Background: an optimization exercise with open tools, aiming at small area. Do not read the settings as production practice.
Only simulation tests tie the RTL to the original design; equivalence was not proved.
Power and IR drop assume default switching activity.

v6:
## Motor
module Motor(
	input clk,
	input rst,
	input KS_Circuit_out1,
	input KS_Circuit_out2,
	input btn3,
	input freq1,
	input freq,
	input indus,
	input indie,
	output PWM_out_L,
	output PWM_out_R,
	output GREEN,
	output RED,
	output BLUE,
	output IN1,
	output IN2,
	output IN3,
	output IN4,
	output servo,
	output LD1,
	output LD2,
	output LD3,
	output LD4,
	output LD5,
	output LD6,
	output LD7,
	output LD8
	);
Size in the first run: about 2100 cells after synthesis, about 330 flip-flops, ~27 I/O pins.
clock: 10.0 ns
lec_check: 0
cap_margin: 20
core_margin: 2
core_utilization: 40
slew_margin: 20
standard.sh (not shown) runs the stock make flow with config.mk's settings and CLKGATE_MAP_FILE= SYNTH_SCRIPT=/design/flow/synth_recipe.tcl, a recipe that flattens the netlist after the stock synthesis.
==> flow/flow/run.sh <==
#!/bin/bash
# The standard layout (standard.sh: standard synthesis, floorplan, place,
# CTS, route, finish) with two arguments changed: the port buffers are buf_1
# cells, and clock tree synthesis uses clkbuf_8 buffers, sink clusters of at
# most 20 flip-flops within 60 um, and no dummy loads. make's full output goes
# to make_finish.log; ORFS keeps each step's own log under orfs/logs/.
set -euo pipefail
bash standard.sh \
  "BUFFER_PORTS_ARGS=-buffer_cell sky130_fd_sc_hd__buf_1" \
  "CTS_ARGS=-sink_clustering_enable -repair_clock_nets -dont_use_dummy_load -buf_list sky130_fd_sc_hd__clkbuf_8 -sink_clustering_size 20 -sink_clustering_max_diameter 60" \
  finish > make_finish.log 2>&1
Changes in v7 relative to v6:
--- a/flow/design.v
+++ b/flow/design.v
@@ -174,13 +174,13 @@
 	reg [2:0] count99, count100, count110, count120;
 	reg currentvalue1;
 	reg prevalue1;
 	reg [15:0] count1;
 	reg flag1;
 	reg [3:0] count9k, count10k, count11k, count12k;
-	reg [2:0] count99k, count100k, count110k, count120k;
+	reg [1:0] count99k, count100k, count110k, count120k;
 	reg [3:0] ref_cnt;
 	reg [16:0] refer;       
 	localparam [16:0] RF_TOP = 17'h00001, RF_0 = 17'h1f979;
 	wire [16:0] refer_dec = {refer[15:0], refer[16]^refer[13]};
 	reg [1:0] wsel;
 	reg tempPWM_L;
[summary]
From v6 to v7 the numbers moved as follows: core outline area saw a decrease; routed via count decreased 477; sequential cell count now smaller.
v6 reports its critical path startpoint as inst2.ang_j[1]$_SDFFE_PP1P_ while v7 reports inst2.ang_j[0]$_SDFFE_PP1P_.
Post-synthesis share of cell area spent on xor and xnor gates (lower): v6
Re total of clock buffers placed in the layout: no difference whatsoever between v7 and v6.
In v7, clock edge transition at the registers on the reported setup and hold paths is lower than in v6.
Compared with v6, v7 shows a design internal power that is 0.045 mW lower.
v7: done, clean on timing, DRC and antenna

========
Setup of raven:
Motor, a different RTL version from the one above (not shown whole).
Size in the first run: ~2200 cells after synthesis, roughly 27 I/O pins.
export LEC_CHECK = 0
export CAP_MARGIN = 20
export CORE_MARGIN = 2
export CORE_UTILIZATION = 40
export SLEW_MARGIN = 20
create_clock -name core_clock -period 10.0 [get_ports {clk}]
==> flow/flow/run.sh <==
#!/bin/bash
# The standard layout (standard.sh: standard synthesis, floorplan, place,
# CTS, route, finish), with only the clock tree synthesis arguments changed:
# clkbuf_8 buffers, sink clusters of at most 20 flip-flops within 60 um, and
# no dummy loads. make's full output goes to make_finish.log; ORFS keeps each
# step's own log under orfs/logs/.
set -euo pipefail
bash standard.sh "CTS_ARGS=-sink_clustering_enable -repair_clock_nets -dont_use_dummy_load -buf_list sky130_fd_sc_hd__clkbuf_8 -sink_clustering_size 20 -sink_clustering_max_diameter 60" finish > make_finish.log 2>&1
[inputs] cedar vs raven
-- flow/design.v --
<<< raven, line 188
	reg [15:0] counter;
	reg flaga;
	reg [17:0] delay;       
	reg stopfreq;
	reg stopfreq1;
	reg [4:0] timer;
	reg speedo;
	reg [2:0] countRED;
>>> cedar, line 188
	reg [15:0] counter;
	reg flaga;
	reg [5:0] dly_q;        
	reg [12:0] dly_r;       
	reg stopfreq;
	reg stopfreq1;
	reg [5:0] timer;
	reg speedo;
	reg [2:0] countRED;
<<< raven, line 216
	assign GREEN=tempGREEN;
	assign BLUE=tempBLUE;
	localparam [4:0] T_0=0, T_11111=1, T_22222=2, T_33333=3, T_44444=4,
		T_55556=5, T_66667=6, T_77778=7, T_88889=8, T_90000=9, T_95000=10,
		T_100000=11, T_110000=12, T_120000=13, T_130000=14, T_140000=15,
		T_150000=16, T_160000=17, T_180000=18;
	reg [17:0] tval;
	always @* begin
		case (timer)
			T_11111:  tval = 18'd11111;
			T_22222:  tval = 18'd22222;
			T_33333:  tval = 18'd33333;
			T_44444:  tval = 18'd44444;
			T_55556:  tval = 18'd55556;
			T_66667:  tval = 18'd66667;
			T_77778:  tval = 18'd77778;
			T_88889:  tval = 18'd88889;
			T_90000:  tval = 18'd90000;
			T_95000:  tval = 18'd95000;
			T_100000: tval = 18'd100000;
			T_110000: tval = 18'd110000;
			T_120000: tval = 18'd120000;
			T_130000: tval = 18'd130000;
			T_140000: tval = 18'd140000;
			T_150000: tval = 18'd150000;
			T_160000: tval = 18'd160000;
			T_180000: tval = 18'd180000;
			default:  tval = 18'd0;
		endcase
	end
	wire run = delay < tval;
	reg [4:0] cls;
	always @* begin
>>> cedar, line 217
	assign GREEN=tempGREEN;
	assign BLUE=tempBLUE;
	localparam [5:0] T_0=0, T_11111=2, T_22222=4, T_33333=6, T_44444=8, T_55556=11, T_66667=13, T_77778=15, T_88889=17, T_90000=18, T_95000=19, T_100000=20, T_110000=22, T_120000=24, T_130000=26, T_140000=28, T_150000=30, T_160000=32, T_180000=36;
	reg rlt;
	always @* begin
		case (timer)
			T_11111: rlt = (dly_r < 13'd1111);
			T_22222: rlt = (dly_r < 13'd2222);
			T_33333: rlt = (dly_r < 13'd3333);
			T_44444: rlt = (dly_r < 13'd4444);
			T_55556: rlt = (dly_r < 13'd556);
			T_66667: rlt = (dly_r < 13'd1667);
			T_77778: rlt = (dly_r < 13'd2778);
			T_88889: rlt = (dly_r < 13'd3889);
			default: rlt = 1'b0;
		endcase
	end
	wire run = (dly_q < timer) || (dly_q == timer && rlt);
	reg [4:0] cls;
	always @* begin
<<< raven, line 257
		end
	end
	reg [4:0] t1, t0;
	always @* begin
		case (cls)
>>> cedar, line 245
		end
	end
	reg [5:0] t1, t0;
	always @* begin
		case (cls)
<<< raven, line 325
		count110k<=0;
		count120k<=0;
		delay<=0;
		counter<=0;
		stopfreq<=0;
>>> cedar, line 313
		count110k<=0;
		count120k<=0;
		begin dly_q<=0; dly_r<=0; end
		counter<=0;
		stopfreq<=0;
<<< raven, line 507
			tempLED5<=1;
			speedo<=1;
			delay<=0;
		end
		flaga<=act;
>>> cedar, line 495
			tempLED5<=1;
			speedo<=1;
			begin dly_q<=0; dly_r<=0; end
		end
		flaga<=act;
<<< raven, line 524
				timer <= speedo ? t1 : t0;
				if (!run) begin
					delay<=0;
					flaga<=0;
					stopfreq<=0;
>>> cedar, line 512
				timer <= speedo ? t1 : t0;
				if (!run) begin
					begin dly_q<=0; dly_r<=0; end
					flaga<=0;
					stopfreq<=0;
<<< raven, line 539
					end
				end else if (!twoway && cls!=5'd9) begin
					delay<=delay+1'b1;
					flaga<=1;
					holder<=1;
>>> cedar, line 527
					end
				end else if (!twoway && cls!=5'd9) begin
					begin if (dly_r==13'd4999) begin dly_q<=dly_q+1'b1; dly_r<=0; end else begin dly_q<=dly_q; dly_r<=dly_r+1'b1; end end
					flaga<=1;
					holder<=1;
<<< raven, line 555
					end
				end else if (hit1 || hit0) begin
					delay<=delay+1'b1;
					flaga<=1;
					holder<=1;
>>> cedar, line 543
					end
				end else if (hit1 || hit0) begin
					begin if (dly_r==13'd4999) begin dly_q<=dly_q+1'b1; dly_r<=0; end else begin dly_q<=dly_q; dly_r<=dly_r+1'b1; end end
					flaga<=1;
					holder<=1;
## What came out
On post-synthesis net count: between cedar and raven, it ends up higher for raven. cedar and raven ended up with nearly the same global-route usage. Taking cedar as 1.0, raven lands at 1.06 on power of the sequential group. Cell with the biggest individual delay on the critical path: sky130_fd_sc_hd__or4_1 -> cedar, sky130_fd_sc_hd__dfxtp_1 -> raven. Global-route wire length before repair: cedar better than raven. Per the comparison of cedar with raven, critical path's largest stage delay was more or less identical; total clock sinks went down by 4.6%; post-layout minimum cycle time went down by 0.069 ns; wire length went down by about 1.6%; final setup slack of the worst path went up by 0.069 ns. Side by side, final weighted congestion in routability-driven placement turned out lower in cedar than in raven. cedar gives less post-synth design cell area than raven did. cedar: flow completed, timing, DRC and antenna clean.

========
Motor, a different RTL version from the one above (not shown whole).
Size: ~2100 cells after synthesis, about 27 I/O pins, about 17000 sq um of cells after synthesis.
export LEC_CHECK = 0
export CAP_MARGIN = 20
export CORE_MARGIN = 2
export CORE_UTILIZATION = 40
export SLEW_MARGIN = 20
create_clock -name core_clock -period 10.0 [get_ports {clk}]
==> flow/flow/run.sh <==
#!/bin/bash
# The standard layout (standard.sh: standard synthesis, floorplan, place,
# CTS, route, finish) with two arguments changed: the port buffers are buf_1
# cells, and clock tree synthesis uses clkbuf_8 buffers, sink clusters of at
# most 20 flip-flops within 60 um, and no dummy loads. make's full output goes
# to make_finish.log; ORFS keeps each step's own log under orfs/logs/.
set -euo pipefail
bash standard.sh \
  "BUFFER_PORTS_ARGS=-buffer_cell sky130_fd_sc_hd__buf_1" \
  "CTS_ARGS=-sink_clustering_enable -repair_clock_nets -dont_use_dummy_load -buf_list sky130_fd_sc_hd__clkbuf_8 -sink_clustering_size 20 -sink_clustering_max_diameter 60" \
  finish > make_finish.log 2>&1
Then changed:
--- a/flow/design.v
+++ b/flow/design.v
@@ -380,31 +380,31 @@
 				{tempLED1,tempLED2,tempLED3,tempLED4} <= 4'b0000;
 			end else if (count>16'd3845) begin
 				{tempLED1,tempLED2,tempLED3,tempLED4} <= 4'b1111;
 				count12<=count12+1'b1;
 			end else begin
 				{tempLED1,tempLED2,tempLED3,tempLED4} <= 4'b0000;
 			end
 		end else
 			count <= count+1'b1;
-		if (count9==3'd4) begin
+		if (count9[2]) begin    
 			count99<=count99+1'b1;
 			count9<=0;
 			ref_cnt<=ref_cnt+1'b1;
-		end else if (count10==3'd4) begin
+		end else if (count10[2]) begin    
 			count100<=count100+1'b1;
 			count10<=0;
 			ref_cnt<=ref_cnt+1'b1;
-		end else if (count11==3'd4) begin
+		end else if (count11[2]) begin    
 			count110<=count110+1'b1;
 			count11<=0;
 			ref_cnt<=ref_cnt+1'b1;
-		end else if (count12==3'd4) begin
+		end else if (count12[2]) begin    
 			count120<=count120+1'b1;
 			count12<=0;
 			ref_cnt<=ref_cnt+1'b1;
 		end
 		if (ref_cnt==4'd5) begin
 			refer<=RF_TOP;
 			ref_cnt<=0;
 		end
 		if (refer!=RF_0) begin
@@ -487,31 +487,31 @@
 				{tempLED1,tempLED2,tempLED3,tempLED4} <= 4'b1111;
 				count1<=0;
 				count12k<=count12k+1'b1;
 			end else begin
 				{tempLED1,tempLED2,tempLED3,tempLED4} <= 4'b0000;
 				count1<=0;
 			end
 		end else
 			count1 <= count1+1'b1;
-		if (count9k==4'd10) begin
+		if (count9k[3] && count9k[1]) begin    
 			count99k<=count99k+1'b1;
 			count9k<=0;
 			ref_cnt<=ref_cnt+1'b1;
-		end else if (count10k==4'd10) begin
+		end else if (count10k[3] && count10k[1]) begin    
 			count100k<=count100k+1'b1;
 			count10k<=0;
 			ref_cnt<=ref_cnt+1'b1;
-		end else if (count11k==4'd10) begin
+		end else if (count11k[3] && count11k[1]) begin    
 			count110k<=count110k+1'b1;
 			count11k<=0;
 			ref_cnt<=ref_cnt+1'b1;
-		end else if (count12k==4'd10) begin
+		end else if (count12k[3] && count12k[1]) begin    
 			count120k<=count120k+1'b1;
 			count12k<=0;
 			ref_cnt<=ref_cnt+1'b1;
 		end
 		if (rotation) begin
 			tempLED5<=1;
 			speedo<=1;
 		end
 		counter<=counter+1'b1;
@@ -521,19 +521,19 @@
 			2'd3: begin tempPWM_L <= counter<16'd36000; tempPWM_R <= counter<16'd36000; end
 			default: begin tempPWM_L <= 0; tempPWM_R <= 0; end
 		endcase
 		flaga <= flaga ? ~done : act;
 		stopfreq <= flaga ? ~(done | (go & c9 & ~hit1)) : act;
 		holder <= flaga & ~(done & c9);
 		if (flaga && valid)
 			timer <= speedo ? t1 : t0;
 		if (go) begin
-			if (dly_r==13'd4999) begin
+			if (&{dly_r[12], dly_r[9:7], dly_r[2:0]}) begin    
 				dly_q<=dly_q+1'b1;
 				dly_r<=0;
 			end else
 				dly_r<=dly_r+1'b1;
 		end else if (done || rotation) begin
 			dly_q<=0;
 			dly_r<=0;
 		end
 		if (go) begin
@@ -617,19 +617,19 @@
 		ang_a<=1;
 		ang_j<=5'd3;
 		val<=V_0;
 		flag<=1;
 		cnt_m<=0;
 		cnt_r<=R_0;
 		r_lo<=1;
 		PWM<=0;
 	end else begin
-		if (cnt_m==8'd173 && cnt_r==R_406) begin
+		if (&{cnt_m[7], cnt_m[5], cnt_m[3:2], cnt_m[0]} && cnt_r==R_406) begin    
 			cnt_m<=0;
 			cnt_r<=R_0;
 			r_lo<=1;
 		end else if (cnt_r==R_5777) begin
 			cnt_m<=cnt_m+1'b1;
 			cnt_r<=R_0;
 			r_lo<=1;
 		end else begin
 			cnt_r<=r_inc;
=>
- power rose slightly
- die area went down slightly
- wire length is higher slightly
- setup slack improved by 410 ps
- critical path depth drops by 1
- synthesized area went down slightly
- clock power rises slightly
- first-iteration DRC count went down by roughly a tenth
- synthesized cell count falls slightly
- cell area drops slightly
- clock-buffer cell count does not change

==> static timing again, ports no longer ideal <==
How much do the figures lean on ideal ports? The routed layouts below were timed once more, with nothing changed but the port constraints. Step 1: set_driving_cell puts a clkbuf_16 on clk and a buf_2 on each other input, an assumption about the parent block. Step 2 adds t to the input delays and takes it off the output delays; t is the mean of the earliest and latest rising clock arrival at the registers after step 1. Input paths then give back, and output paths get back, about the clock's delay inside the block. Slacks: ideal ports / drivers / drivers and shift; pairs: ideal ports / drivers.
run	shift t [ns]	setup slack, ns	worst setup path at the end	slew at the worst register clock pin (ns)	pins driven straight from the clock port
v6	0.652	4.636 / 4.636 / 4.636	register to register	0.12 / 0.12	1
v7	0.661	4.586 / 4.586 / 4.586	register to register	0.11 / 0.11	1
raven	0.660	4.678 / 4.678 / 4.678	register to register	0.12 / 0.12	1
cedar	0.623	4.746 / 4.746 / 4.746	register to register	0.11 / 0.11	1
the first run of note 3	0.647	4.494 / 4.494 / 4.494	register to register	0.12 / 0.12	1
the second run of note 3	0.661	4.906 / 4.906 / 4.906	register to register	0.12 / 0.12	1
After both steps setup and hold are still met in every run listed.
